This is an optimization exercise on Yosys and OpenROAD, whose aim is small area, not a production implementation. Only simulation tests tie the RTL to the original design; equivalence was not proved. Power is estimated from default activity; no workload was simulated.

## flow/design.v

```verilog
module dsync #(
parameter STAGE = 2
) (
output  Q,
input   D,
input   clk,
input   rst
);
reg [STAGE-1:0] sync;
always @(posedge clk) begin
    if (rst) sync <= 'b0;
    else     sync <= {sync[STAGE-2:0], D};
end
assign Q = sync[STAGE-1];
endmodule
module fifo #(
parameter DWIDTH = 32,
parameter DEPTH = 4
) (
input               rst,
input               clk,
input               write,
input               read,
input [DWIDTH-1:0]  din,
output [DWIDTH-1:0] last_popped,   
output              ren,
output              full,
output              empty
);
localparam AWIDTH = $clog2(DEPTH);
reg [DWIDTH-1:0]  mem[2**AWIDTH-1:0];
reg [AWIDTH:0]    rdptr;
reg [AWIDTH:0]    wtptr;
wire [AWIDTH:0]   count;
wire              wen;
wire [AWIDTH-1:0] prev_rd;
assign count = wtptr - rdptr;
assign full  = (count == DEPTH);
assign empty = (count == 0);
assign wen   = !full & write;
assign ren   = !empty & read;
always @(posedge clk) begin
    if (rst) begin
        rdptr <= 'b0;
        wtptr <= 'b0;
    end else begin
        if (ren) rdptr <= rdptr + 1'b1;
        if (wen) wtptr <= wtptr + 1'b1;
    end
end
always @(posedge clk) begin
    if (wen) mem[wtptr[AWIDTH-1:0]] <= din;
end
assign prev_rd = rdptr[AWIDTH-1:0] - 1'b1;
assign last_popped = mem[prev_rd];
endmodule
module fwft_fifo #(
parameter DWIDTH = 32,
parameter DEPTH  = 4
) (
input               rst,
input               clk,
input               write,
input               read,
input [DWIDTH-1:0]  din,
output [DWIDTH-1:0] dout,
output              full,
output              empty
);
localparam AWIDTH = $clog2(DEPTH);
reg [DWIDTH-1:0]  mem[2**AWIDTH-1:0];
reg [AWIDTH:0]    rdptr;
reg [AWIDTH:0]    wtptr;
wire [AWIDTH:0]   count;
wire              ren;
wire              wen;
assign count = wtptr - rdptr;
assign full  = (count == DEPTH);
assign empty = (count == 0);
assign wen   = !full & write;
assign ren   = !empty & read;
always @(posedge clk) begin
    if (rst) begin
        rdptr <= 'b0;
        wtptr <= 'b0;
    end else begin
        if (ren) rdptr <= rdptr + 1'b1;
        if (wen) wtptr <= wtptr + 1'b1;
    end
end
always @(posedge clk) begin
    if (wen) mem[wtptr[AWIDTH-1:0]] <= din;
end
assign dout = mem[rdptr[AWIDTH-1:0]];
endmodule
module i2c_master #(
parameter       CLK_FREQ = 50,
parameter       I2C_CLK_FREQ = 100,
parameter       NUM_BYTE = 2,
parameter       BYTE_SIZE = 8,
parameter       DATA_WIDTH = NUM_BYTE * BYTE_SIZE
) (
input                           clk,
input                           rst,
input                           req,
input  [BYTE_SIZE-2:0]          slave_addr,
input  [DATA_WIDTH-1:0]         writedata,
output                          ready,
input                           i2c_SDA_i,
output                          i2c_SDA_w,
output                          i2c_SDA_o,
output                          i2c_SCL_w,
output                          i2c_SCL_o
);
localparam ADDR_DATA_WIDTH = NUM_BYTE * BYTE_SIZE + BYTE_SIZE;
localparam SYSCLK_COUNT    = (CLK_FREQ * 1000) / I2C_CLK_FREQ;
localparam DIVW            = $clog2(SYSCLK_COUNT);
reg  [DIVW-1:0]            clk_divider;
reg  [ADDR_DATA_WIDTH-1:0] write_data;
reg  [4:0]                 step;
reg                        sda_cap;
reg                        sda_o_q;
localparam [4:0] ST_0  = 5'd1,  ST_1  = 5'd2,  ST_9  = 5'd25, ST_10 = 5'd19,
                 ST_18 = 5'd3,  ST_19 = 5'd6,  ST_27 = 5'd10, ST_28 = 5'd20,
                 ST_30 = 5'd16;
wire is_idle  = (step == ST_0);
wire is_start = (step == ST_1);
wire is_stop  = (step == ST_30);
wire in_bytes = ~is_idle & ~is_start & ~is_stop;        
wire last_bit = (step == ST_9) | (step == ST_18) | (step == ST_27);
wire ack_slot = (step == ST_10) | (step == ST_19) | (step == ST_28);
localparam [8:0] DIV_0   = 9'd1,
                 DIV_247 = 9'd501,
                 DIV_249 = 9'd469,
                 DIV_499 = 9'd98;
wire negedge_i = (clk_divider == DIV_249);
wire posedge_i = (clk_divider == DIV_499);
wire start     = req & is_idle;
wire div_zero  = (clk_divider == DIV_0);
reg  scl_hi;
assign ready     = is_idle;
assign i2c_SDA_w = is_idle ? ~div_zero : ~ack_slot;
assign i2c_SDA_o = sda_o_q;
assign i2c_SCL_o = is_idle | scl_hi;
always @(posedge clk) begin
    if (rst || is_idle || posedge_i) scl_hi <= 1'b1;
    else if (negedge_i)              scl_hi <= 1'b0;
end
assign i2c_SCL_w = is_idle ? ~div_zero : ~(is_start & div_zero);
always @(posedge clk) begin
    if (clk_divider == DIV_247) sda_cap <= i2c_SDA_i;
end
always @(posedge clk) begin
    if (rst || posedge_i || is_idle) clk_divider <= DIV_0;
    else clk_divider <= {clk_divider[7:0], clk_divider[8] ^ clk_divider[4]};
end
always @(posedge clk) begin
    if (rst)            step <= ST_0;
    else if (start)     step <= ST_1;
    else if (negedge_i) step <= {step[3:0], step[4] ^ step[2]};   
end
always @(posedge clk) begin
    if (rst)                sda_o_q <= 1'b1;
    else if (is_idle)       sda_o_q <= ~start;
    else if (is_stop) begin
        if (negedge_i)      sda_o_q <= 1'b1;
    end else if (negedge_i) sda_o_q <= last_bit ? sda_cap : write_data[ADDR_DATA_WIDTH-1];
end
always @(posedge clk) begin
    if (start) write_data <= {slave_addr, 1'b0, writedata};
    else if (posedge_i & in_bytes & ~last_bit)
        write_data <= write_data << 1;
end
endmodule
module audio_codec_transceiver #(
parameter SYSCLK = 50,
parameter WIDTH  = 32
) (
input                   clk,
input                   rst,
input  [WIDTH-1:0]      dacdat_in,    
input                   dacdat_load,  
output                  dacdat_req,
output [WIDTH-1:0]      adcdat_out,
output                  adcdat_vld,
output                  bclk,
output                  mclk,
output                  daclrc,
output                  dacdat,
output                  adclrc,
input                   adcdat
);
reg [5:0]        bclk_counter;    
reg [4:0]        lrc_counter;     
reg [WIDTH-1:0]  dac_sample;
reg              dac_valid;       
reg [WIDTH-1:0]  adcdat_q;
reg              one_xfer_done;
wire             bclk_negedge;
wire             lrc_posedge;
wire [1:0]       mclk_phase;
assign bclk_negedge = bclk_counter[5];              
assign lrc_posedge  = bclk_negedge & (&lrc_counter);
always @(posedge clk) begin
    if (rst || bclk_negedge) bclk_counter <= 'b0;
    else                     bclk_counter <= bclk_counter + 1'b1;
end
always @(posedge clk) begin
    if (rst)               lrc_counter <= 'b0;
    else if (bclk_negedge) lrc_counter <= lrc_counter + 1'b1;
end
assign mclk_phase = lrc_counter[1:0] + bclk_counter[1:0];
assign mclk   = mclk_phase[1];
assign bclk   = bclk_counter[5] | bclk_counter[4];   
assign daclrc = ~lrc_counter[4];
assign adclrc = ~lrc_counter[4];
always @(posedge clk) begin
    if (dacdat_load) dac_sample <= dacdat_in;
end
always @(posedge clk) begin
    if (rst)              dac_valid <= 1'b0;
    else if (dacdat_load) dac_valid <= 1'b1;
end
assign dacdat = dac_valid & dac_sample[~lrc_counter];
assign dacdat_req = (&lrc_counter) & (bclk_counter == 6'd31);
always @(posedge clk) begin
    one_xfer_done <= lrc_posedge;
    if (bclk_counter == 6'd13) adcdat_q <= {adcdat_q[WIDTH-2:0], adcdat};
end
assign adcdat_vld = one_xfer_done;
assign adcdat_out = adcdat_q;
endmodule
module audio_controller_csr
(
  input            clk,
  input            reset,
  input  [4:0]     i_sw_address,
  input            i_sw_read,
  input            i_sw_write,
  input            i_sw_select,
  input  [31:0]    i_sw_wrdata,
  output [31:0]    o_sw_rddata,
  input            i_hw_status_i2c_idle_q,
  input            i_hw_status_dac_fifo_full,
  input            i_hw_status_adc_fifo_empty,
  output           o_hw_ctrl_dac_sel,
  output           o_hw_ctrl_adc_sel,
  output           o_hw_adc_data_data_fifo_read,
  input  [31:0]    i_hw_adc_data_data_fifo_read_data,
  output           o_hw_dac_data_data_fifo_write,
  output [6:0]     o_hw_i2c_ctrl_i2c_id,
  output [15:0]    o_hw_i2c_ctrl_data,
  output           o_hw_i2c_ctrl_write
);
  reg    [31:0]    rddata_q;
  reg              dac_fifo_full_q;
  reg              adc_fifo_empty_q;
  reg              dac_sel_q;
  reg              adc_sel_q;
  reg    [6:0]     i2c_id_q;
  reg    [15:0]    i2c_data_q;
  reg              i2c_write_q;
  reg              i2c_ctrl_written;   
  wire a00 = (i_sw_address == 5'h00);
  wire a04 = (i_sw_address == 5'h04);
  wire a08 = (i_sw_address == 5'h08);
  wire a0c = (i_sw_address == 5'h0c);
  wire a10 = (i_sw_address == 5'h10);
  wire wr  = i_sw_write & i_sw_select;
  assign o_sw_rddata = rddata_q;
  assign o_hw_ctrl_dac_sel = dac_sel_q;
  assign o_hw_ctrl_adc_sel = adc_sel_q;
  assign o_hw_i2c_ctrl_i2c_id = i2c_id_q;
  assign o_hw_i2c_ctrl_data = i2c_data_q;
  assign o_hw_i2c_ctrl_write = i2c_write_q;
  always @(posedge clk) begin
    if (reset) rddata_q <= 32'h0;
    else if (i_sw_read & (a00 | a04 | a08 | a0c | a10))
      rddata_q <= ({32{a00}} & {29'b0, adc_fifo_empty_q, dac_fifo_full_q, i_hw_status_i2c_idle_q}) |
                  ({32{a04}} & {30'b0, adc_sel_q, dac_sel_q}) |
                  ({32{a08}} & i_hw_adc_data_data_fifo_read_data) |
                  ({32{a10 & i2c_ctrl_written}} & {8'b0, i2c_write_q, i2c_data_q, i2c_id_q});
  end
  always @(posedge clk) begin
    if (reset) begin
      dac_fifo_full_q <= 1'b0;
      adc_fifo_empty_q <= 1'b1;
      dac_sel_q <= 1'b1;
      adc_sel_q <= 1'b1;
      i2c_ctrl_written <= 1'b0;
      i2c_write_q <= 1'b0;
    end else begin
      dac_fifo_full_q <= i_hw_status_dac_fifo_full;
      adc_fifo_empty_q <= i_hw_status_adc_fifo_empty;
      if (wr & a04) begin
        dac_sel_q <= i_sw_wrdata[0];
        adc_sel_q <= i_sw_wrdata[1];
      end
      if (wr & a10) begin
        i2c_ctrl_written <= 1'b1;
        i2c_write_q <= i_sw_wrdata[23];
      end
    end
  end
  always @(posedge clk) begin
    if (wr & a10) begin
      i2c_id_q <= i_sw_wrdata[6:0];
      i2c_data_q <= i_sw_wrdata[22:7];
    end
  end
  assign o_hw_adc_data_data_fifo_read = i_sw_select & i_sw_read & a08;
  assign o_hw_dac_data_data_fifo_write = wr & a0c;
endmodule
module audio_controller #(
parameter SYSCLK = 50
) (
input           clk,
input           rst,
input  [4:0]    sw_address,
input           sw_read,
input           sw_write,
input           sw_select,
input  [31:0]   sw_wrdata,
output [31:0]   sw_rddata,
input           i2c_SDA_i,
output          i2c_SDA_w,
output          i2c_SDA_o,
output          i2c_SCL_w,
output          i2c_SCL_o,
output          bclk,
output          mclk,
output          daclrc,
output          dacdat,
output          adclrc,
input           adcdat,
input  [31:0]   dac_data_in,
input           dac_data_wr,
output          dac_fifo_full,
output [31:0]   adc_data_out,
input           adc_data_rd,
output          adc_fifo_empty
);
wire            hw_ctrl_dac_sel;
wire            hw_ctrl_adc_sel;
wire [15:0]     hw_i2c_ctrl_data;
wire [6:0]      hw_i2c_ctrl_i2c_id;
wire            hw_i2c_ctrl_write;
wire            hw_adc_fifo_read;
wire            hw_dac_fifo_write;
reg             hw_i2c_ctrl_write_s1;
wire            i2c_start;
wire            dac_fifo_ren;
reg             dac_popped;
wire [31:0]     dac_last_popped;
wire            dacdat_req;
wire [31:0]     adcdat_out;
wire            adcdat_vld;
always @(posedge clk) begin
    hw_i2c_ctrl_write_s1 <= hw_i2c_ctrl_write;
end
assign i2c_start = hw_i2c_ctrl_write & ~hw_i2c_ctrl_write_s1;
always @(posedge clk) begin
    if (rst) dac_popped <= 1'b0;
    else     dac_popped <= dac_fifo_ren;
end
audio_controller_csr audio_controller_csr
(
    .clk                        (clk),
    .reset                      (rst),
    .i_sw_address               (sw_address),
    .i_sw_read                  (sw_read),
    .i_sw_write                 (sw_write),
    .i_sw_select                (sw_select),
    .i_sw_wrdata                (sw_wrdata),
    .o_sw_rddata                (sw_rddata),
    .i_hw_status_i2c_idle_q     (~i2c_SCL_w),
    .i_hw_status_dac_fifo_full  (dac_fifo_full),
    .i_hw_status_adc_fifo_empty (adc_fifo_empty),
    .o_hw_ctrl_dac_sel          (hw_ctrl_dac_sel),
    .o_hw_ctrl_adc_sel          (hw_ctrl_adc_sel),
    .o_hw_i2c_ctrl_data         (hw_i2c_ctrl_data),
    .o_hw_i2c_ctrl_i2c_id       (hw_i2c_ctrl_i2c_id),
    .o_hw_i2c_ctrl_write        (hw_i2c_ctrl_write),
    .o_hw_adc_data_data_fifo_read      (hw_adc_fifo_read),
    .i_hw_adc_data_data_fifo_read_data (adc_data_out),
    .o_hw_dac_data_data_fifo_write     (hw_dac_fifo_write)
);
i2c_master #(.CLK_FREQ(SYSCLK), .NUM_BYTE(2), .BYTE_SIZE(8))
i2c_master (
    .clk                    (clk),
    .rst                    (rst),
    .req                    (i2c_start),
    .slave_addr             (hw_i2c_ctrl_i2c_id),
    .writedata              (hw_i2c_ctrl_data),
    /*verilator lint_off PINCONNECTEMPTY*/
    .ready                  (),
    /*verilator lint_on PINCONNECTEMPTY*/
    .i2c_SDA_i              (i2c_SDA_i),
    .i2c_SDA_w              (i2c_SDA_w),
    .i2c_SDA_o              (i2c_SDA_o),
    .i2c_SCL_w              (i2c_SCL_w),
    .i2c_SCL_o              (i2c_SCL_o)
);
fifo #(.DWIDTH(32), .DEPTH(4)) dac_fifo
(
    .rst         (rst),
    .clk         (clk),
    .write       (hw_ctrl_dac_sel ? dac_data_wr : hw_dac_fifo_write),
    .read        (dacdat_req),
    .din         (hw_ctrl_dac_sel ? dac_data_in : sw_wrdata),
    .last_popped (dac_last_popped),
    .ren         (dac_fifo_ren),
    .full        (dac_fifo_full),
    /*verilator lint_off PINCONNECTEMPTY*/
    .empty       ()
    /*verilator lint_on PINCONNECTEMPTY*/
);
fwft_fifo #(.DWIDTH(32), .DEPTH(4)) adc_fifo
(
    .rst    (rst),
    .clk    (clk),
    .write  (adcdat_vld),
    .read   (hw_ctrl_adc_sel ? adc_data_rd : hw_adc_fifo_read),
    .din    (adcdat_out),
    .dout   (adc_data_out),
    /*verilator lint_off PINCONNECTEMPTY*/
    .full   (),
    /*verilator lint_on PINCONNECTEMPTY*/
    .empty  (adc_fifo_empty)
);
audio_codec_transceiver #(.SYSCLK(SYSCLK))
audio_codec_transceiver
(
    .clk            (clk),
    .rst            (rst),
    .dacdat_in      (dac_last_popped),
    .dacdat_load    (dac_popped),
    .dacdat_req     (dacdat_req),
    .adcdat_out     (adcdat_out),
    .adcdat_vld     (adcdat_vld),
    .bclk           (bclk),
    .mclk           (mclk),
    .daclrc         (daclrc),
    .dacdat         (dacdat),
    .adclrc         (adclrc),
    .adcdat         (adcdat)
);
endmodule
```

## flow/flow/run.sh

```bash
#!/bin/bash
# The standard layout, with two changes:
# - the smallest buffer (buf_1) as the port buffer that global placement puts
#   on every input and output;
# - clock tree synthesis without dummy loads.
set -euo pipefail
export BUFFER_PORTS_ARGS="-buffer_cell sky130_fd_sc_hd__buf_1"
export CTS_ARGS="-sink_clustering_enable -repair_clock_nets -dont_use_dummy_load -buf_list sky130_fd_sc_hd__clkbuf_8 -sink_clustering_size 20 -sink_clustering_max_diameter 60"
bash standard.sh finish > standard_flow.log 2>&1
```

## flow/standard.sh

```bash
#!/bin/bash
# synth_recipe.tcl (not shown) runs the flow's synth.tcl, then flattens the netlist and writes it again
# the make line also repeats each setting of config.mk as NAME=value (left out here)
make -C /OpenROAD-flow-scripts/flow DESIGN_CONFIG=/design/flow/config.mk WORK_HOME=/design/flow/orfs CLKGATE_MAP_FILE= SYNTH_SCRIPT=/design/flow/synth_recipe.tcl "${@:-finish}"
```

## flow/config.mk

```make
export PLATFORM = sky130hd
export DESIGN_NAME = audio_controller
export DESIGN_NICKNAME = audio_controller
export VERILOG_FILES = /design/flow/design.v
export SDC_FILE = /design/flow/constraint.sdc
export NUM_CORES = 4
export LEC_CHECK = 0
export CAP_MARGIN = 20
export CORE_MARGIN = 2
export CORE_UTILIZATION = 60
export PLACE_DENSITY = 0.75
export SLEW_MARGIN = 20
```

## flow/constraint.sdc

```tcl
create_clock -name core_clock -period 20.0 [get_ports {clk}]
set_input_delay 4.0000 -clock core_clock [delete_from_list [all_inputs] [get_ports {clk}]]
set_output_delay 4.0000 -clock core_clock [all_outputs]
set_load 0.01 [all_outputs]
```

==> key figures, run 1 <==
Yosys
  • Yosys top cell by area: edfxtp_1
  • Top-area cell type share of the netlist area: 0.6427
  • Number of enable flip-flop cells after synthesis: roughly 370
  • Sequential area share after synthesis: 0.7408
  • Top_reg_cell synth: edfxtp_1
  • Syn_area_per_cell: 18.40 um2
  • Async set-reset flop share out of synthesis: 0
  • Mapped Area: 17150 um2
  • Synth Net Count: 1028
  • Cells after Synth: 932
  • Synth Warn #: 6
  • Seq cells post-synth: between 400 and 500
  • Area contributors post-synth: edfxtp_1 64%, dfxtp_1 9.8%, mux4_2 9.5%
  • Netlist cell types: 58

Floorplanning
  • Die height: 173.1 um
  • Die ar.: 29950 um2
  • Core Rows: approximately 60
  • # IOs: about 150
  • Initial core utilization: 0.6139
  • Core Region: roughly 28000 um2
  • Die Width: approximately 170 um

Drt
  • Post-route DRC: 0
  • WL per Instance: approximately 22 um
  • Initial drt markers: about 930
  • Vias: 8797
  • Drt pass-1 iters: 8
  • Vias per cell: about 6.0
  • Final WL: 31810 um
  • Final ANT Viol Nets: 0

Pwr
  • PwrDens: 83.14 nW/um2
  • Clock power share: 0.246
  • Internal power: roughly 1.2 mW
  • Sw frac: 0.2154
  • Seq pwr share: 0.670
  • Combinational Power Share: 0.084
  • Sw power: ~0.33 mW
  • Worst vdd ir: about 0.072 mV
  • Leakage power: 5.933 nW

Setup path
  • WP buf/inv: 1
  • Worst EP arrival: roughly 2700 ps
  • Slowest stage delay, CP: approximately 740 ps
  • Flop-to-flop setup slack: about 17000 ps
  • Slowest CP cell: dfxtp_1
  • Crit start category: flop
  • Crit Path Max Fanout: 12
  • Worst-path cell chain: mux4_2, mux2_2, o21ai_0, nand3_1, buf_1
  • Crit Path Category: reg -> out
  • Critical Path End Type: output pin
  • Crit path required time: between 15000 and 20000 ps
  • CP delay by family, top: multiplexers

Timing
  • Least-Margin Pin Slew: about 940 ps
  • Final period utilization: 0.3325
  • Final setup vio count: 0
  • Setup TNS: 0 ps
  • Slew Limit Fails: 0
  • Clock skew: approximately 88 ps
  • FMAX: 0.1504 GHz
  • Fin. Hold Viols: 0
  • Max_slew headroom: 0.3725
  • Tmin final: ~6700 ps
  • RSZ-0062 raised after global routing: false

CTS
  • Clock Tree Buf Depth: 3
  • Root buffer cell: clkbuf_8
  • Worst-path clk slew: about 110 ps
  • CTS Hold Bufs: 0
  • Resized cells post-CTS: 0
  • TritonCTS Sinks: about 450
  • TritonCTS Buffers: 29
  • H-tree depth: 1
  • CTS tree: yes
  • Postcts setup bufs: 0
  • Worst skew pair latency: roughly 630 ps

Hold path
  • Hold Path Class: reg -> reg

Layout
  • NumNets Final: about 1200
  • Commonest non-fill, non-tap cell in the layout: edfxtp_1
  • Seq. cell area: 12710 um2
  • Share of layout cells above drive strength 1: 0.1645
  • Commonest cells after routing, fill and taps aside: 367 x edfxtp_1, 151 x buf_1, 81 x dfxtp_1
  • Number of fill cells: 1911
  • Final design utilization: 0.6636
  • ANT cells: 0
  • Multi-input logic area: 4173 um2
  • Area delta synth->final: 8.099%

Global route
  • Pin count of the biggest net entering global routing: 70
  • First-pass GRT wire length: between 40000 and 50000 um
  • Gr usage total: 0.2122
  • Initial antenna violation count: 0
  • Vias in the first global route: approximately 8400
  • Grt total ovfl: 0

Placed design
  • Port Buffers: approximately 150
  • Gpl congestion: about 0.82
  • DPL Wire Length: 20680 um

Run
  • MaxCap Viol Count: 0

Status
  • Status: timing/DRC/antenna clean
## final timing paths
check                                         startpoint              endpoint  depth (start not counted)
setup / recovery  audio_codec_transceiver.lrc_counter[1]                dacdat                          5
hold / removal          audio_controller_csr.i2c_write_q  hw_i2c_ctrl_write_s1                          0
setup reg to reg                       adc_fifo.wtptr[0]    adc_fifo.mem[1][1]                          7
hold reg to reg         audio_controller_csr.i2c_write_q  hw_i2c_ctrl_write_s1                          0
## per-stage QoR
step | cell area, um2 | total power [mW] | hold WS, ps | instances | setup WS (ps)
5_1_grt | 18540 | 1.597 | 323.9 | 1460 | 13120
3_3_place_gp | 18130 | 1.183 | 414.7 | 1431 | 13820
4_1_cts | 18530 | 1.554 | 336.9 | 1460 | 13310
3_5_place_dp | 18130 | 1.185 | 419.8 | 1431 | 13780
6_report | 18540 | 1.541 | 338.6 | 1460 | 13350
2_1_floorplan | 17150 | 1.140 | 358.4 | 932 | 13900
## power by group through the flow
stage	sequential (mW)	combinational, mW	clock, mW
floorplan	1.05	0.0891	0
global placement	1.05	0.131	0
detailed placement	1.05	0.131	0
CTS	1.03	0.132	0.390
global route	1.03	0.142	0.422
finish	1.03	0.130	0.379
## sequential cells by signal (all words and copies together), names as in the netlist, 3 cells and up, named ones only
name and cells:
adc_fifo.mem 128, adc_fifo.wtptr 3, adc_fifo.rdptr 3, i2c_master.write_data 24, audio_controller_csr.i2c_id_q 7, audio_codec_transceiver.lrc_counter 5
dac_fifo.rdptr 3, i2c_master.step 5, audio_codec_transceiver.adcdat_q 32, i2c_master.clk_divider 9, audio_controller_csr.i2c_data_q 16, audio_controller_csr.rddata_q 32
audio_codec_transceiver.bclk_counter 6, dac_fifo.wtptr 3, dac_fifo.mem 128, audio_codec_transceiver.dac_sample 32
## layout make-up
type | count | area share
timing repair buffer | 172 | 0.03895
inverter | 17 | 0.003442
sequential | 451 | 0.6855
clock buffer | 29 | 0.02153
multi-input combinational | 413 | 0.2251
tap | 378 | 0.02551
## synthesized netlist by cell type, types with 5 or more instances
| master | n |
|---|---|
| edfxtp_1 | 367 |
| dfxtp_1 | 84 |
| mux4_2 | 72 |
| nor2_1 | 66 |
| mux2_2 | 35 |
| clkbuf_1 | 28 |
| a22o_1 | 22 |
| a222oi_1 | 21 |
| ha_1 | 18 |
| and2_1 | 17 |
| inv_1 | 17 |
| mux2i_1 | 14 |
| buf_2 | 13 |
| nand2_1 | 13 |
| xnor2_1 | 12 |
| nand3_1 | 11 |
| nor2b_1 | 10 |
| xor2_1 | 10 |
| nor3_1 | 9 |
| a22oi_1 | 8 |
| o21ai_0 | 8 |
| buf_1 | 7 |
| or2_2 | 7 |
| a21oi_1 | 5 |
| nand2b_1 | 5 |
## cell families after synthesis
kind of cell	synth area share
muxes	0.1257
xor gates and xnor gates	0.01124
adders and majority gates	0.01313
DFF	0.7408
AOI/OAI and AO/OA	0.04349
and+or+nand+nor	0.04918
buffers and inverters	0.01649
## per-layer routing
layer  track usage  up-vias  part of all wire
met5             0        -                 0
met4       0.04167        0             0.016
met3       0.03078       36             0.076
met2        0.3338      344              0.48
met1        0.3241     4449              0.43
li1              -     3968                 -
==> run 2, diff against run 1 <==
--- a/flow/config.mk
+++ b/flow/config.mk
@@ -9,4 +9,4 @@
 export CORE_MARGIN = 2
-export CORE_UTILIZATION = 60
-export PLACE_DENSITY = 0.75
+export CORE_UTILIZATION = 70
+export PLACE_DENSITY = 0.85
 export SLEW_MARGIN = 20
==> run 2 against run 1 <==
Critical endpoint unchanged. Power fell by 0.25%. Synthesized area did not move. Wire length rose by 4.9%. Highest routed layer unchanged. Clock skew fell by 2.0 ps. Register-to-register slack barely moved. Global-route usage rose by 4.9 points. Die area fell by 14%. Still clean. Hold slack improved by 60 ps. Critical path depth did not move.
==> key figures, run 2 <==
CTS
  • Worst-path clk slew: 70 ps
  • Resized cells post-CTS: 0
  • TritonCTS Sinks: 451
  • Clock Tree Buf Depth: 3
  • Postcts setup bufs: 0
  • Root buffer cell: clkbuf_8
  • CTS tree: yes
  • CTS Hold Bufs: 0
  • Worst skew pair latency: slightly above 600 ps
  • TritonCTS Buffers: 28
  • H-tree depth: 1

Pwr
  • Clock power share: 0.244
  • Combinational Power Share: 0.085
  • Internal power: 1.205 mW
  • Sw frac: 0.2160
  • Sw power: 0.3320 mW
  • Worst vdd ir: around 0.07 mV
  • Leakage power: roughly 6 nW
  • PwrDens: 83.21 nW/um2
  • Seq pwr share: 0.671

Setup path
  • Crit start category: flop
  • CP delay by family, top: multiplexers
  • Crit Path Max Fanout: 12
  • Crit path required time: between 15000 and 20000 ps
  • WP buf/inv: 1
  • Worst EP arrival: 2570 ps
  • Slowest stage delay, CP: slightly above 700 ps
  • Critical Path End Type: output pin
  • Crit Path Category: reg -> out
  • Slowest CP cell: dfxtp_1
  • Worst-path cell chain: mux4_2, mux2_2, o21ai_0, nand3_1, buf_1

Layout
  • Commonest non-fill, non-tap cell in the layout: edfxtp_1
  • Commonest cells after routing, fill and taps aside: 367 x edfxtp_1, 151 x buf_1, 82 x dfxtp_1
  • NumNets Final: roughly 1200
  • Area delta synth->final: 7.742%
  • Share of layout cells above drive strength 1: 0.1642
  • ANT cells: 0
  • Post-layout instance count excluding filler cells: 1408

Drt
  • Post-route DRC: 0
  • Final ANT Viol Nets: 0
  • Final WL: 33350 um
  • Vias per cell: ~6.4
  • Initial drt markers: approximately 1100
  • Vias: 9000
  • WL per Instance: 23.69 um
  • Drt pass-1 iters: 8

Timing
  • Least-Margin Pin Slew: around 800 ps
  • FMAX: 0.1522 GHz
  • RSZ-0062 raised after global routing: false
  • Setup TNS: 0 ps
  • Fin. Hold Viols: 0
  • Clock skew: 85.97 ps
  • Final period utilization: 0.3285
  • Slew Limit Fails: 0
  • Max_slew headroom: 0.4685
  • Tmin final: around 6600 ps
  • Final setup vio count: 0

Global route
  • Vias in the first global route: approximately 9000
  • M3 GR Usage: 0.03951
  • Gr usage total: 0.2609
  • Grt total ovfl: 0
  • Met1 usage: 0.3860
  • Pin count of the biggest net entering global routing: 70
  • Gr busiest metal: met2
  • Initial antenna violation count: 0
  • Global Route met2 Usage: 0.4220
  • First-pass GRT wire length: slightly above 50000 um

Yosys
  • Mapped Area: roughly 17000 um2
  • Synth Net Count: 1028
  • Sequential area share after synthesis: 0.7408
  • Number of enable flip-flop cells after synthesis: 367
  • Count leader, synth: edfxtp_1
  • Area contributors post-synth: edfxtp_1 64%, dfxtp_1 9.8%, mux4_2 9.5%
  • Netlist cell types: 58
  • Cells after Synth: between 900 and 1000
  • Top-area cell type share of the netlist area: 0.6427
  • Seq cells post-synth: about 450
  • Post-synth top cells: 367 x edfxtp_1, 84 x dfxtp_1, 72 x mux4_2
  • Syn_area_per_cell: roughly 18 um2
  • Yosys top cell by area: edfxtp_1
  • Top_reg_cell synth: edfxtp_1
  • Async set-reset flop share out of synthesis: 0
  • Synth Warn #: 6

Placed design
  • DPL Wire Length: about 22000 um
  • Placed insts: around 1400
  • Gpl congestion: approximately 0.85
  • Port Buffers: 152

Floorplanning
  • Die Width: 160.5 um
  • Initial core utilization: 0.7093
  • # IOs: 153
  • Die height: between 150 and 200 um
  • Die ar.: about 26000 um2
  • Core Region: 24180 um2
  • Core Rows: 57

Hold path
  • Hold Path Class: reg -> reg

Run
  • MaxCap Viol Count: 0

Status
  • Status: timing/DRC/antenna clean
run 2: cell counts after synthesis:
Identical to the previous run, type by type.
run 2: routing by layer:
metal  share of wire  vias to the layer above
met2            0.49                      478
met3           0.087                       57
met4           0.027                        0
met1            0.40                     4493
met5               0                        -
li1                -                     3972
run 2: final timing paths:
check | cells past startpoint | to | from | slack [ps]
setup / recovery | 5 | dacdat | audio_codec_transceiver.lrc_counter[1] | 13430
hold / removal | 0 | hw_i2c_ctrl_write_s1 | audio_controller_csr.i2c_write_q | 400
setup reg to reg | 7 | adc_fifo.mem[0][15] | adc_fifo.wtptr[0] | 17100
hold reg to reg | 0 | hw_i2c_ctrl_write_s1 | audio_controller_csr.i2c_write_q | 400
run 2: kinds of logic after synthesis:
kind of cell               share of synthesized area
DFF                                           0.7408
and+or+nand+nor                              0.04918
muxes                                         0.1257
AOI/OAI and AO/OA                            0.04349
buffers and inverters                        0.01649
xor gates and xnor gates                     0.01124
adders and majority gates                    0.01313
run 2: area by class of cell:
class | count | area [um2]
Clock buffer | 28 | 385.4
Fill cell | 1286 | 5702
Inverter | 17 | 63.81
Multi-Input combinational cell | 413 | 4172
Sequential cell | 451 | 12700
Tap cell | 324 | 405.4
Timing Repair Buffer | 175 | 744.5
run 2: power by group through the flow:
stage	Sequential [mW]	Clock, mW	Combinational, mW
floorplan	1.05	0	0.0891
global placement	1.05	0	0.128
detailed placement	1.05	0	0.131
CTS	1.03	0.383	0.131
global route	1.03	0.413	0.141
finish	1.03	0.375	0.130
run 2: through the flow:
step | instance area (um2) | power, mW | setup WS (ps) | hold WS (ps) | util
6_report | 18480 | 1.537 | 13430 | 398.1 | 0.7642
5_1_grt | 18480 | 1.587 | 13280 | 413.6 | 0.7642
4_1_cts | 18470 | 1.547 | 13400 | 396.2 | 0.7641
3_5_place_dp | 18090 | 1.184 | 13770 | 387.1 | 0.7482
3_3_place_gp | 18090 | 1.181 | 13860 | 407.3 | 0.7482
2_1_floorplan | 17150 | 1.140 | 13900 | 358.4 | -
run 2: worst register-to-register path, stage by stage (launching register included):
cell and delay [ps]:
dfxtp_1 390, inv_1 100, ha_1 190, nor2b_1 130, xnor2_1 170, a31oi_1 530, and2_1 620, buf_4 450
==> run 3, diff against run 2 <==
==> flow/flow/run.sh (replaced) <==
#!/bin/bash
# The standard layout, with two changes:
# - the smallest buffer (buf_1) as the port buffer that global placement puts
#   on every input and output;
# - clock tree synthesis without dummy loads.
set -euo pipefail
export BUFFER_PORTS_ARGS="-buffer_cell sky130_fd_sc_hd__buf_1"
export CTS_ARGS="-sink_clustering_enable -repair_clock_nets -dont_use_dummy_load -buf_list sky130_fd_sc_hd__clkbuf_8 -sink_clustering_size 20 -sink_clustering_max_diameter 80"
bash standard.sh finish > standard_flow.log 2>&1
==> run 3 against run 2 <==
Hold slack improved by 9.1 ps. Power fell by 0.60%. Cell area down 0.14%. Sequential share of layout area rose by 0.093 points. Core utilization fell by 0.10 points. Setup slack worse by 33 ps. Register-to-register slack worse by 70 ps. Largest power group unchanged.
==> key figures, run 3 <==
Pwr
  • PwrDens: 82.82 nW/um2
  • Leakage power: between 5 and 6 nW
  • Worst vdd ir: between 0.07 and 0.08 mV

CTS
  • Resized cells post-CTS: 0
  • H-tree depth: 1
  • CTS tree: yes
  • CTS Hold Bufs: 0
  • TritonCTS Sinks: 451
  • Worst-path clk slew: ~120 ps
  • Clock Tree Buf Depth: 3
  • TritonCTS Buffers: 26
  • Postcts setup bufs: 0
  • Worst skew pair latency: approximately 600 ps
  • Root buffer cell: clkbuf_8

Hold path
  • Worst hold path depth: 0
  • Hold_sp: audio_controller_csr.i2c_write_q
  • Worst min-delay path endpoint: hw_i2c_ctrl_write_s1
  • Hold Path Class: reg -> reg

Yosys
  • Synth Net Count: a little over 1000
  • Synth Warn #: 6
  • Post-synth top cells: 367 x edfxtp_1, 84 x dfxtp_1, 72 x mux4_2
  • Number of enable flip-flop cells after synthesis: approximately 370
  • Cells after Synth: about 930
  • Mapped Area: around 17000 um2
  • Top-area cell type share of the netlist area: 0.6427
  • Count leader, synth: edfxtp_1
  • Async set-reset flop share out of synthesis: 0
  • Area contributors post-synth: edfxtp_1 64%, dfxtp_1 9.8%, mux4_2 9.5%
  • Top_reg_cell synth: edfxtp_1
  • Seq cells post-synth: roughly 450
  • Sequential area share after synthesis: 0.7408
  • Netlist cell types: 58
  • Syn_area_per_cell: around 18 um2
  • Yosys top cell by area: edfxtp_1

Setup path
  • Flop-to-flop setup slack: 17030 ps
  • Reg2reg path depth: 7
  • Crit path required time: 16000 ps
  • Crit Path Category: reg -> out
  • Crit start category: flop
  • Crit Path Max Fanout: 12
  • Worst EP arrival: about 2600 ps
  • Critical Path End Type: output pin
  • Crit Reg-Reg Endpoint: adc_fifo.mem[0][15]
  • Worst R2R Start: adc_fifo.wtptr[0]
  • Crit path from: audio_codec_transceiver.lrc_counter[1]

Floorplanning
  • Core Region: 24180 um2
  • Die ar.: ~26000 um2
  • Initial core utilization: 0.7093
  • Die Width: ~160 um
  • Core Rows: 57
  • Die height: 160.5 um
  • # IOs: 153

Timing
  • RSZ-0062 raised after global routing: false
  • FMAX: between 0.15 and 0.2 GHz
  • Max_slew headroom: 0.4723
  • Setup TNS: 0 ps
  • Clock skew: approximately 70 ps
  • Fin. Hold Viols: 0
  • Hold slack: between 400 and 500 ps
  • Least-Margin Pin Slew: 791.5 ps
  • Final period utilization: 0.3301
  • Final setup vio count: 0
  • Slew Limit Fails: 0
  • Tmin final: ~6600 ps

Layout
  • Share of layout cells above drive strength 1: 0.1627
  • Commonest non-fill, non-tap cell in the layout: edfxtp_1
  • NumNets Final: 1180
  • Commonest cells after routing, fill and taps aside: 367 x edfxtp_1, 151 x buf_1, 82 x dfxtp_1
  • Area delta synth->final: 7.596%

Global route
  • Grt total ovfl: 0
  • Vias in the first global route: 8880
  • Initial antenna violation count: 0
  • Gr usage total: 0.2608
  • First-pass GRT wire length: approximately 50000 um
  • Pin count of the biggest net entering global routing: 70

Drt
  • Post-route DRC: 0
  • Final WL: about 33000 um
  • Vias per cell: ~6.4
  • WL per Instance: about 24 um
  • Final ANT Viol Nets: 0
  • Initial drt markers: 1020
  • Drt pass-1 iters: 7
  • Vias: about 9000

Placed design
  • Gpl congestion: around 0.85
  • Port Buffers: around 150
  • DPL Wire Length: approximately 22000 um

Run
  • MaxCap Viol Count: 0

Status
  • Status: timing/DRC/antenna clean
## run 3: changes by cell type in the layout (fill, tap and decap cells not counted), sizes merged
cell and delta:
clkbuf -2, diode +1
## run 3: logic make-up (layout without fill, tap and decap cells)
| group | count (synthesis) | in the layout | synth area share |
|---|---|---|---|
| fa+ha+maj | 18 | 18 | 0.01313 |
| xor+xnor | 22 | 22 | 0.01124 |
| buf+inv | 68 | 218 | 0.01649 |
| simple gates | 162 | 162 | 0.04918 |
| flops | 451 | 451 | 0.7408 |
| compound gates | 90 | 90 | 0.04349 |
| mux | 121 | 121 | 0.1257 |
| other cells | 0 | 1 | 0 |
## run 3: worst max path at each step
stage                     endpoint  slack (ps)
5_1_grt                     dacdat       13250
4_1_cts                     dacdat       13370
3_3_place_gp   dac_fifo.mem[2][13]       13860
2_1_floorplan   dac_fifo.mem[3][0]       13900
3_5_place_dp   dac_fifo.mem[1][13]       13770
6_report                    dacdat       13400
## run 3: through the flow
| step | cell area (um2) | setup slack [ps] | power [mW] | cells | utilization |
|---|---|---|---|---|---|
| after floorplan | 17150 | 13900 | 1.140 | 932 | - |
| after global placement | 18090 | 13860 | 1.181 | 1380 | 0.7482 |
| after detailed placement | 18090 | 13770 | 1.184 | 1380 | 0.7482 |
| after CTS | 18450 | 13370 | 1.535 | 1406 | 0.7630 |
| after global routing | 18450 | 13250 | 1.576 | 1406 | 0.7630 |
| final | 18450 | 13400 | 1.528 | 1407 | 0.7631 |
## run 3: report_power, final
part           switching (mW)  leakage [nW]  internal [mW]
sequential            0.00677          4.06           1.03
combinational          0.0761          1.68         0.0542
clock                   0.248         0.187          0.117
total                   0.331          5.93           1.20
## run 3: routing by layer
layer	share of wire	global-route usage	up-vias
met1	0.40	0.3836	4489
li1	-	-	3963
met4	0.021	0.06347	0
met5	0	0	-
met2	0.49	0.4259	501
met3	0.089	0.03771	50
## run 3: area by class of cell
cell class	count	area, um2
clock buffer	26	357.8
timing repair buffer	175	744.5
fill	1280	5727
antenna	1	2.502
inverter	17	63.81
multi-input combinational	413	4172
tap	324	405.4
sequential	451	12700
## run 3: critical path, cell delays in order, from the launching register on
cell and delay [ps]:
dfxtp_1 740, mux4_2 590, mux2_2 290, o21ai_0 160, nand3_1 120, buf_1 150
==> run 4, diff against run 3 <==
==> flow/run.sh (new file) <==
#!/bin/bash
# synth_recipe.tcl (not shown) runs the flow's synth.tcl, then flattens the netlist and writes it again
# the make line also repeats each setting of config.mk as NAME=value (left out here)
make -C /OpenROAD-flow-scripts/flow DESIGN_CONFIG=/design/flow/config.mk WORK_HOME=/design/flow/orfs CLKGATE_MAP_FILE= SYNTH_SCRIPT=/design/flow/synth_recipe.tcl finish
--- a/flow/config.mk
+++ b/flow/config.mk
@@ -10,2 +10,5 @@
 export CORE_UTILIZATION = 70
+export CTS_BUF_LIST = sky130_fd_sc_hd__clkbuf_8
+export CTS_CLUSTER_DIAMETER = 60
+export CTS_CLUSTER_SIZE = 20
 export PLACE_DENSITY = 0.85
removed: flow/flow/run.sh
removed: flow/standard.sh
==> run 4 against run 3 <==
Still clean. Register-to-register slack gained 210 ps. Clock power grew about 20%. Final cell count grew 1.8%. Global-route usage grew 1.6 points. First-iteration DRC count grew 14%. Core utilization grew 4.7 points. Die area is the same. Critical path type unchanged. Critical endpoint unchanged. Largest cell class unchanged.
==> key figures, run 4 <==
Status
  • Status: timing/DRC/antenna clean

Drt
  • Initial drt markers: ~1200
  • Final ANT Viol Nets: 0
  • Vias per cell: ~6.3
  • Vias: approximately 9000
  • Final WL: 34870 um
  • WL per Instance: about 24 um
  • Drt pass-1 iters: 7
  • Post-route DRC: 0

Timing
  • Hold slack: around 440 ps
  • Clock skew: approximately 24 ps
  • Fin. Hold Viols: 0
  • Final period utilization: 0.3479
  • Tmin final: 6957 ps
  • Setup TNS: 0 ps
  • RSZ-0062 raised after global routing: false
  • Least-Margin Pin Slew: between 1000 and 1500 ps
  • FMAX: 0.1437 GHz
  • Max_slew headroom: 0.3120
  • Final setup vio count: 0
  • Slew Limit Fails: 0
  • Final setup margin: between 10000 and 15000 ps

Setup path
  • Reg2reg path depth: 7
  • Crit Path Category: reg -> out
  • Crit path required time: 16000 ps
  • Crit start category: flop
  • Worst EP arrival: approximately 3000 ps
  • Critical Path End Type: output pin
  • Crit Path Max Fanout: 12

Yosys
  • Synth Net Count: 1028
  • Count leader, synth: edfxtp_1
  • Seq cells post-synth: between 400 and 500
  • Number of enable flip-flop cells after synthesis: ~370
  • Cells after Synth: approximately 930
  • Netlist cell types: between 50 and 60
  • Area contributors post-synth: edfxtp_1 64%, dfxtp_1 9.8%, mux4_2 9.5%
  • Top-area cell type share of the netlist area: 0.6427
  • Async set-reset flop share out of synthesis: 0
  • Sequential area share after synthesis: 0.7408
  • Yosys top cell by area: edfxtp_1
  • Post-synth top cells: 367 x edfxtp_1, 84 x dfxtp_1, 72 x mux4_2
  • Syn_area_per_cell: ~18 um2
  • Top_reg_cell synth: edfxtp_1
  • Mapped Area: 17150 um2
  • Synth Warn #: 6

Pwr
  • PwrDens: 83.38 nW/um2
  • Worst vdd ir: roughly 0.079 mV
  • Leakage power: about 6.5 nW

Floorplanning
  • Core Rows: 57
  • Die height: 160.5 um
  • Core Region: 24180 um2
  • Initial core utilization: 0.7093
  • # IOs: approximately 150
  • Die Width: roughly 160 um
  • Die ar.: 25770 um2

CTS
  • Resized cells post-CTS: 0
  • CTS Hold Bufs: 0
  • TritonCTS Sinks: ~450
  • Worst-path clk slew: about 120 ps
  • TritonCTS Buffers: 29
  • H-tree depth: 1
  • Worst skew pair latency: slightly above 600 ps
  • CTS tree: yes
  • Clock Tree Buf Depth: 3
  • Postcts setup bufs: 0
  • Root buffer cell: clkbuf_8

Placed design
  • Setup WS pre-CTS: 13320 ps
  • Port Buffers: 152
  • Gpl congestion: a little over 0.8
  • DPL Wire Length: 22740 um

Layout
  • Share of layout cells above drive strength 1: 0.1715
  • Commonest non-fill, non-tap cell in the layout: edfxtp_1
  • Area delta synth->final: 14.29%
  • Final design utilization: 0.8106
  • Commonest cells after routing, fill and taps aside: 367 x edfxtp_1, 151 x clkdlybuf4s50_1, 82 x dfxtp_1
  • ANT cells: 0
  • Number of fill cells: 1175
  • Multi-input logic area: roughly 4200 um2
  • Seq. cell area: approximately 13000 um2
  • NumNets Final: approximately 1200

Hold path
  • Worst hold path depth: 0
  • Hold Path Class: reg -> reg

Global route
  • Initial antenna violation count: 0
  • First-pass GRT wire length: roughly 53000 um
  • Gr usage total: 0.2764
  • Vias in the first global route: between 9000 and 10000
  • Pin count of the biggest net entering global routing: 70
  • Grt total ovfl: 0

Run
  • MaxCap Viol Count: 0
## run 4: path summary, 6_finish.rpt
check / start / endpoint / slack (ps)
setup / recovery: audio_codec_transceiver.lrc_counter[1] / dacdat / 13040
hold / removal: audio_controller_csr.i2c_write_q / hw_i2c_ctrl_write_s1 / 440
setup reg to reg: dac_fifo.wtptr[0] / dac_fifo.mem[1][7] / 17240
hold reg to reg: audio_controller_csr.i2c_write_q / hw_i2c_ctrl_write_s1 / 440
## run 4: final cells by class
class,instances,share of cell area
timing repair buffer,174,0.08581
tap,324,0.02069
multi-input combinational,413,0.2129
clock inverter,24,0.008747
clock buffer,29,0.02037
inverter,17,0.003256
sequential,451,0.6483
## run 4: routing by layer
layer	track usage	wire [um]	vias up
met5	0	0	-
met4	0.08272	886	0
met3	0.03177	2757	60
met2	0.4518	17300	454
met1	0.4050	13930	4529
li1	-	-	3993
## run 4: worst max-delay path, stage by stage, from the launching register on
cell and delay (ps):
dfxtp_1 730, mux4_2 570, mux2_2 300, o21ai_0 150
nand3_1 100, clkdlybuf4s50_1 490
## run 4: power by group
group | switching, mW | internal [mW]
clock | 0.283 | 0.156
sequential | 0.00716 | 1.03
combinational | 0.0776 | 0.0849
## run 4: cell families after synthesis
group                    share of synthesized area
flip-flops                                  0.7408
AND/OR/NAND/NOR                            0.04918
multiplexers                                0.1257
AO/OA/AOI/OAI                              0.04349
buffers and inverters                      0.01649
XOR/XNOR                                   0.01124
adder cells (fa/ha/maj)                    0.01313
## run 4: metrics by stage
| step | cells | cell area [um2] | power [mW] |
|---|---|---|---|
| 4_1_cts | 1432 | 19600 | 1.641 |
| 3_5_place_dp | 1379 | 19030 | 1.216 |
| 3_3_place_gp | 1379 | 19030 | 1.212 |
| 6_report | 1432 | 19600 | 1.634 |
| 2_1_floorplan | 932 | 17150 | 1.140 |
| 5_1_grt | 1432 | 19600 | 1.683 |
==> run 5, diff against run 4 <==
--- a/flow/config.mk
+++ b/flow/config.mk
@@ -9,3 +9,3 @@
 export CORE_MARGIN = 2
-export CORE_UTILIZATION = 70
+export CORE_UTILIZATION = 40
 export CTS_BUF_LIST = sky130_fd_sc_hd__clkbuf_8
@@ -13,3 +13,3 @@
 export CTS_CLUSTER_SIZE = 20
-export PLACE_DENSITY = 0.85
+export PLACE_DENSITY = 0.6
 export SLEW_MARGIN = 20
==> run 5 against run 4 <==
Still clean on timing, DRC and antenna. Clock skew up 37 ps. First-iteration DRC count down 32%. Critical path depth is the same. Count of clock-buffer cells in the layout increased by 7. Sequential share of layout area down 1.3 points. Global-route usage is 12 points lower. Power increased by 4.3%. Sequential cell count unchanged. Wire length rose by 2.5%. Critical endpoint unchanged.
==> key figures, run 5 <==
Yosys
  • Post-synth top cells: 367 x edfxtp_1, 84 x dfxtp_1, 72 x mux4_2
  • Number of enable flip-flop cells after synthesis: 367
  • Count leader, synth: edfxtp_1
  • Synth Warn #: 6
  • Area contributors post-synth: edfxtp_1 64%, dfxtp_1 9.8%, mux4_2 9.5%
  • Synth Net Count: ~1000
  • Sequential area share after synthesis: 0.7408
  • Yosys top cell by area: edfxtp_1
  • Seq cells post-synth: ~450
  • Mapped Area: approximately 17000 um2
  • Top_reg_cell synth: edfxtp_1
  • Cells after Synth: approximately 930
  • Syn_area_per_cell: 18.40 um2
  • Async set-reset flop share out of synthesis: 0
  • Top-area cell type share of the netlist area: 0.6427
  • Netlist cell types: just under 60

Timing
  • Setup TNS: 0 ps
  • Final setup vio count: 0
  • Tmin final: 6986 ps
  • FMAX: around 0.14 GHz
  • RSZ-0062 raised after global routing: false
  • Max_slew headroom: 0.3369
  • Fin. Hold Viols: 0
  • Final period utilization: 0.3493
  • Slew Limit Fails: 0
  • Clock skew: 61.60 ps
  • Least-Margin Pin Slew: about 990 ps

Global route
  • Gr usage total: 0.1607
  • Initial antenna violation count: 1
  • Vias in the first global route: between 8000 and 9000
  • Pin count of the biggest net entering global routing: 70
  • Grt total ovfl: 0
  • First-pass GRT wire length: 53650 um

Floorplanning
  • Core Rows: between 70 and 80
  • Initial core utilization: 0.4070
  • Die ar.: roughly 45000 um2
  • Die Width: about 210 um
  • Core Region: 42130 um2
  • Die height: ~210 um
  • # IOs: 153

CTS
  • Worst skew pair latency: approximately 610 ps
  • Worst-path clk slew: approximately 100 ps
  • Postcts setup bufs: 0
  • Root buffer cell: clkbuf_8
  • Clock Tree Buf Depth: 3
  • CTS Hold Bufs: 0
  • TritonCTS Buffers: 34
  • Resized cells post-CTS: 0
  • CTS tree: yes
  • TritonCTS Sinks: between 400 and 500
  • H-tree depth: 2

Drt
  • Final ANT Viol Nets: 0
  • Post-route DRC: 0
  • WL per Instance: ~22 um
  • Final WL: 35750 um
  • Drt pass-1 iters: 5
  • Vias: 8789
  • Initial drt markers: 791
  • Vias per cell: 5.311

Placed design
  • Port Buffers: around 150
  • Gpl congestion: between 0.7 and 0.8
  • DPL Wire Length: 22490 um

Layout
  • Share of layout cells above drive strength 1: 0.1830
  • Commonest cells after routing, fill and taps aside: 367 x edfxtp_1, 151 x clkdlybuf4s50_1, 81 x dfxtp_1
  • Number of fill cells: roughly 3500
  • Commonest non-fill, non-tap cell in the layout: edfxtp_1
  • NumNets Final: ~1200
  • Final design utilization: 0.4750
  • Area delta synth->final: 16.70%

Pwr
  • Clock power share: 0.298
  • Sw frac: 0.2344
  • Sw power: ~0.4 mW
  • Seq pwr share: 0.605
  • Leakage power: 6.505 nW
  • Combinational Power Share: 0.096
  • PwrDens: between 80 and 90 nW/um2
  • Worst vdd ir: about 0.041 mV
  • Internal power: ~1.3 mW

Run
  • MaxCap Viol Count: 0

Setup path
  • Crit Path Category: reg -> out
  • Worst EP arrival: ~3000 ps
  • Worst-path cell chain: mux4_2, mux2_2, o21ai_0, nand3_1, clkdlybuf4s50_1
  • Slowest stage delay, CP: 740 ps
  • Crit path required time: 16000 ps
  • Slowest CP cell: dfxtp_1
  • Crit Path Max Fanout: 12
  • Critical Path End Type: output pin
  • Crit start category: flop

Hold path
  • Hold Path Class: reg -> reg

Status
  • Status: timing/DRC/antenna clean
## run 5: cell counts after synthesis
No cell type changed its count.
## run 5: power groups by stage
stage                     clock network (mW)  registers [mW]  logic [mW]
after floorplan                            0            1.05      0.0891
after global placement                     0            1.05       0.167
after detailed placement                   0            1.05       0.168
after CTS                              0.526            1.03       0.168
after global routing                   0.557            1.03       0.177
final                                  0.509            1.03       0.164
## run 5: cell families (layout without fill, tap and decap cells)
| family | after synthesis | count (layout) | share of synthesized area |
|---|---|---|---|
| other | 0 | 1 | 0 |
| multiplexers | 121 | 121 | 0.1257 |
| adder cells (fa/ha/maj) | 18 | 18 | 0.01313 |
| XOR/XNOR | 22 | 22 | 0.01124 |
| buffers and inverters | 68 | 251 | 0.01649 |
| AO/OA/AOI/OAI | 90 | 90 | 0.04349 |
| flip-flops | 451 | 451 | 0.7408 |
| AND/OR/NAND/NOR | 162 | 162 | 0.04918 |
## run 5: per-layer routing
metal	wire length, um	up-vias	track usage
li1	-	4009	-
met1	16920	4509	0.2367
met2	16390	237	0.2481
met3	1915	34	0.03003
met4	517	0	0.03910
met5	0	-	0
## run 5: area by class of cell
type,count,area (um2),share of cell area
Antenna cell,1,2.502,0.0001250
Clock buffer,36,495.5,0.02476
Clock inverter,24,215.2,0.01075
Inverter,17,63.81,0.003189
Multi-Input combinational cell,413,4173,0.2085
Sequential cell,451,12710,0.6349
Tap cell,539,674.4,0.03370
Timing Repair Buffer,174,1682,0.08403
## run 5: critical path: cells and delay by family, from the launching register on
kind | cells | cell delay [ps]
flops | 1 | 740
buf+inv | 1 | 500
simple gates | 1 | 130
mux | 2 | 860
compound gates | 1 | 180
## run 5: worst paths after layout
kind / startpoint / end / slack, ps / cells after the start
setup / recovery: audio_codec_transceiver.lrc_counter[1] / dacdat / 13010 / 5
setup reg to reg: audio_controller_csr.dac_sel_q / dac_fifo.mem[3][25] / 17230 / 4
hold / removal: audio_controller_csr.i2c_write_q / hw_i2c_ctrl_write_s1 / 460 / 0
hold reg to reg: audio_controller_csr.i2c_write_q / hw_i2c_ctrl_write_s1 / 460 / 0
## run 5: per-stage QoR
stage                     cell area, um2  worst slack, ps  hold slack, ps  std cells  power, mW
after floorplan                    17150            13900           358.4        932      1.140
after global placement             19300            13380           449.4       1594      1.220
after detailed placement           19300            13360           452.0       1594      1.221
after CTS                          20010            12910           473.2       1654      1.727
after global routing               20010            12790           485.1       1655      1.767
final                              20010            13010           464.6       1655      1.705

what the ideal ports hide:
No port has a modelled driver above. Below, the same layouts with a new extraction and two added sets of constraints. Step 1 (the two cells are an assumption about what drives the block):
set clk [get_ports {clk}]
set_driving_cell -lib_cell sky130_fd_sc_hd__clkbuf_16 $clk
set_driving_cell -lib_cell sky130_fd_sc_hd__buf_2 [delete_from_list [all_inputs] $clk]
Step 2 moves the port delays by t, midway between the first and last clock arrival at a register: inputs arrive t later, outputs are due t later. That takes back most of the time a late clock gives input paths. Three values: ideal ports, drivers, drivers and shift; two values: the first two.
| run | t (ns) | slack for setup (ns) | worst hold slack (ns) | clock arrival spread, ns | worst data-port slew with drivers (ns) |
|---|---|---|---|---|---|
| run 1 | 0.633 | 13.350 / 13.301 / 13.744 | 0.339 / 0.339 / 0.339 | 0.091 / 0.091 | 0.04 |
| run 2 | 0.623 | 13.430 / 13.385 / 13.687 | 0.398 / 0.398 / 0.398 | 0.086 / 0.086 | 0.07 |
| run 3 | 0.620 | 13.397 / 13.355 / 13.687 | 0.407 / 0.407 / 0.407 | 0.070 / 0.070 | 0.08 |
| run 4 | 0.656 | 13.043 / 12.996 / 13.221 | 0.443 / 0.443 / 0.443 | 0.026 / 0.026 | 0.04 |
| run 5 | 0.632 | 13.014 / 12.965 / 13.353 | 0.465 / 0.465 / 0.465 | 0.061 / 0.062 | 0.06 |
After both steps every run listed still meets setup and hold.
